Background: an optimization exercise with open tools, aiming at small area. Do not read the settings as production practice. Function was checked by simulation only, so behaviour that the tests miss may differ from the original. Power and IR drop assume default switching activity.

// TLP_Completer
module TLP_Completer (
	clk,
	reset,
	in_data,
	in_ready,
	buffer_ready0,
	buffer_ready1,
	buffer_ready2,
	buffer_ready3,
	out_data0,
	out_data1,
	out_data2,
	out_data3
);
Settings: LEC_CHECK=0, ABC_AREA=1, CAP_MARGIN=20, CORE_MARGIN=2, CORE_UTILIZATION=40, CTS_BUF_LIST=sky130_fd_sc_hd__clkbuf_4, SLEW_MARGIN=20; clock period 10.0 ns.
run.sh (not shown) runs the stock make flow with config.mk's settings and CLKGATE_MAP_FILE= SYNTH_SCRIPT=/design/flow/synth_recipe.tcl, a recipe that flattens the netlist after the stock synthesis.
Edit:
==> flow/flow/run.sh (new file) <==
#!/bin/bash
# The standard layout, with single-strength port buffers and a clock tree
# without dummy loads. Each tool's output goes to standard.log.
set -euo pipefail
export BUFFER_PORTS_ARGS="-buffer_cell sky130_fd_sc_hd__buf_1"
export CTS_ARGS="-sink_clustering_enable -repair_clock_nets -dont_use_dummy_load -buf_list sky130_fd_sc_hd__clkbuf_16 -sink_clustering_size 30 -sink_clustering_max_diameter 100"
bash standard.sh finish > standard.log 2>&1
==> flow/standard.sh (new file) <==
#!/bin/bash
# synth_recipe.tcl (not shown) runs the flow's synth.tcl, then flattens the netlist and writes it again
# the make line also repeats each setting of config.mk as NAME=value (left out here)
make -C /OpenROAD-flow-scripts/flow DESIGN_CONFIG=/design/flow/config.mk WORK_HOME=/design/flow/orfs CLKGATE_MAP_FILE= SYNTH_SCRIPT=/design/flow/synth_recipe.tcl "${@:-finish}"
CTS_BUF_LIST = not set   (was sky130_fd_sc_hd__clkbuf_4)
removed: flow/run.sh
After rerunning: The new run finished clean. Die area stays the same. Worst hold slack is better by 0.0081 ns. Final cell count drops by a few percent. Total power drops by about a fifth. Design area drops by a little under a tenth. Area after synthesis stays the same. Flip-flop and latch count is unchanged. First-iteration DRC count climbs by a little under a tenth. Sequential power hardly moves. Worst setup slack is better by 0.090 ns.
Edit:
==> flow/run.sh (new file) <==
#!/bin/bash
# synth_recipe.tcl (not shown) runs the flow's synth.tcl, then flattens the netlist and writes it again
# the make line also repeats each setting of config.mk as NAME=value (left out here)
make -C /OpenROAD-flow-scripts/flow DESIGN_CONFIG=/design/flow/config.mk WORK_HOME=/design/flow/orfs CLKGATE_MAP_FILE= SYNTH_SCRIPT=/design/flow/synth_recipe.tcl finish
CTS_BUF_LIST = sky130_fd_sc_hd__clkbuf_8   (was not set)
CTS_CLUSTER_DIAMETER = 50   (was not set)
CTS_CLUSTER_SIZE = 18   (was not set)
removed: flow/flow/run.sh
removed: flow/standard.sh
What happened: Design area grows by 6.5%. Wire length goes up by 1.8%. Utilization went up by 2.8 points. Sequential share of layout area goes down by 3.3 points. Synthesized area stays the same.
Edit:
CTS_BUF_LIST = sky130_fd_sc_hd__clkbuf_16   (was sky130_fd_sc_hd__clkbuf_8)
CTS_CLUSTER_DIAMETER = 60   (was 50)
CTS_CLUSTER_SIZE = 30   (was 18)
What happened:
- The new run finished with timing, DRC and antenna clean
- die area is unchanged
- final cell count drops by 0.83%
- total power climbs by 6.1%
- routed wire length stays flat
- via count stays flat
Edit:
ABC_AREA = not set   (was 1)
CTS_BUF_LIST = not set   (was sky130_fd_sc_hd__clkbuf_16)
CTS_CLUSTER_DIAMETER = not set   (was 60)
CTS_CLUSTER_SIZE = not set   (was 30)
=> Die area went up by 1.0%; maximum frequency went down by 4.4%; combinational power went up by 27%.

Another version of the RTL of TLP_Completer (not shown whole).
Size in the first run: ~2,400 cells after synthesis, about 180 I/O pins, ~23,000 um2 of cells after synthesis.
export LEC_CHECK = 0
export ABC_AREA = 1
export CAP_MARGIN = 20
export CORE_MARGIN = 2
export CORE_UTILIZATION = 70
export SLEW_MARGIN = 20
create_clock -name core_clock -period 10.0 [get_ports {clk}]
standard.sh (not shown) runs the stock make flow with config.mk's settings and CLKGATE_MAP_FILE= SYNTH_SCRIPT=/design/flow/synth_recipe.tcl, a recipe that flattens the netlist after the stock synthesis.
==> flow/flow/run.sh <==
#!/bin/bash
# The standard layout with three changes: the combinational logic is re-mapped
# for area after the floorplan, the port buffers are single strength, and the
# clock tree has no dummy loads. Each tool writes its output to a log here.
set -euo pipefail
export BUFFER_PORTS_ARGS="-buffer_cell sky130_fd_sc_hd__buf_1"
export CTS_ARGS="-sink_clustering_enable -repair_clock_nets -dont_use_dummy_load -buf_list sky130_fd_sc_hd__clkbuf_8 -sink_clustering_size 14 -sink_clustering_max_diameter 80"
bash standard.sh floorplan > standard_floorplan.log 2>&1
export RES_DIR=$PWD/orfs/results/sky130hd/TLP_Completer/base
export RMP_DIR=$PWD/rmp
export RMP_LIB=$PWD/rmp/cells.lib
mkdir -p rmp
python3 flow/filter_lib.py "$FLOW_HOME/platforms/sky130hd/config.mk" \
	"$FLOW_HOME/platforms/sky130hd/lib/sky130_fd_sc_hd__tt_025C_1v80.lib" "$RMP_LIB" > filter_lib.log 2>&1
openroad -no_init -exit flow/restructure.tcl > restructure.log 2>&1
rm -f "$RMP_LIB"
bash standard.sh finish > standard_finish.log 2>&1
==> flow/flow/filter_lib.py <==
#!/usr/bin/env python3
"""Copy a liberty file without the cells the platform marks don't-use.

usage: filter_lib.py platform_config.mk in.lib out.lib
"""
import re
import sys

cfg, src, dst = sys.argv[1:4]
text = open(cfg).read()
m = re.search(r"DONT_USE_CELLS\s*\+?=((?:[^\n]*\\\n)*[^\n]*)", text)
dont = set(m.group(1).replace("\\", " ").split())
lines = open(src).read().split("\n")
out = []
skip = 0
depth = 0
for line in lines:
    if skip:
        depth += line.count("{") - line.count("}")
        if depth <= 0:
            skip = 0
        continue
    c = re.match(r'\s*cell\s*\(\s*"?([\w]+)"?\s*\)', line)
    if c and (c.group(1) in dont or "lpflow" in c.group(1) or "probe" in c.group(1)):
        depth = line.count("{") - line.count("}")
        skip = 1
        continue
    out.append(line)
open(dst, "w").write("\n".join(out))
==> flow/flow/restructure.tcl <==
# Re-map the combinational logic of the floorplanned design for area.
# Registers, ports, tap cells and the power grid are left as they are.
set res $::env(RES_DIR)
read_db $res/2_floorplan.odb
read_liberty $::env(FLOW_HOME)/platforms/sky130hd/lib/sky130_fd_sc_hd__tt_025C_1v80.lib
read_sdc $res/2_floorplan.sdc
report_design_area
restructure -target area -liberty_file $::env(RMP_LIB) \
	-tielo_port sky130_fd_sc_hd__conb_1/LO -tiehi_port sky130_fd_sc_hd__conb_1/HI \
	-work_dir $::env(RMP_DIR) -abc_logfile $::env(RMP_DIR)/abc.log
report_design_area
write_db $res/2_floorplan.odb
The first run went through all stages and came out clean.
Change:
CORE_UTILIZATION = 40   (was 70)
- cell count is higher by 13%
- hold slack barely changes
- total power is higher by 0.99%
- clock-buffer cell count is higher by 1
- via count is lower by 1.9%
- final area is higher by 1.9%
- routed wire length is higher by 11%
- sequential share of layout area is lower by 1.1 points
Change:
CORE_UTILIZATION = 60   (was 40)
After rerunning:
- The changed run finished clean
- flip-flop and latch count is unchanged
- cell area shrinks slightly
- final cell count decreases by a little under a tenth
- utilization came out higher by 19 points
Change:
CORE_UTILIZATION = 40   (was 60)
GPL_TIMING_DRIVEN = 0   (was not set)
After rerunning:
- count of clock-buffer cells in the layout goes up by 1
- utilization goes down by 19 points
- final area goes up by 2.7%
- via count is about the same
- clock power barely changes
- routed wire length goes up by 3.0%
- non-clock buffer count is unchanged

-- re-timing with driven ports --
The flow's constraints put no driver on any port. The routed layouts listed below were extracted and timed again, unchanged, in two steps. Step 1: set_driving_cell puts a clkbuf_16 on clk and a buf_2 on each other input, an assumption about the parent block. Step 2 moves the port delays by t, midway between the first and last clock arrival at a register: inputs arrive t later, outputs are due t later. That takes back most of the time a late clock gives input paths. a / b / c = ideal ports / drivers / drivers and shift; a / b = the first two.
run | shift t [ns] | setup WS [ns] | worst setup path at the end
the first run of note 1 | 1.034 | 4.803 / 4.838 / 3.804 | input to register
the second run of note 1 | 0.636 | 4.894 / 4.929 / 4.293 | input to register
the third run of note 1 | 0.750 | 4.522 / 4.554 / 3.805 | input to register
the fourth run of note 1 | 0.656 | 4.435 / 4.472 / 3.816 | input to register
the fifth run of note 1 | 0.652 | 4.181 / 4.217 / 3.565 | input to register
the first run of note 2 | 0.617 | 2.209 / 2.236 / 1.618 | input to register
the second run of note 2 | 0.682 | 1.591 / 1.613 / 0.931 | input to register
the third run of note 2 | 0.669 | 2.118 / 2.147 / 1.477 | input to register
the fourth run of note 2 | 0.655 | 0.624 / 0.646 / -0.009 | input to register
With both steps, setup timing fails in the fourth run of note 2, where it was met with ideal ports. For the first run of note 1, which loses most, drivers alone change the setup slack by +0.035 ns; drivers and shift together by -0.999 ns.
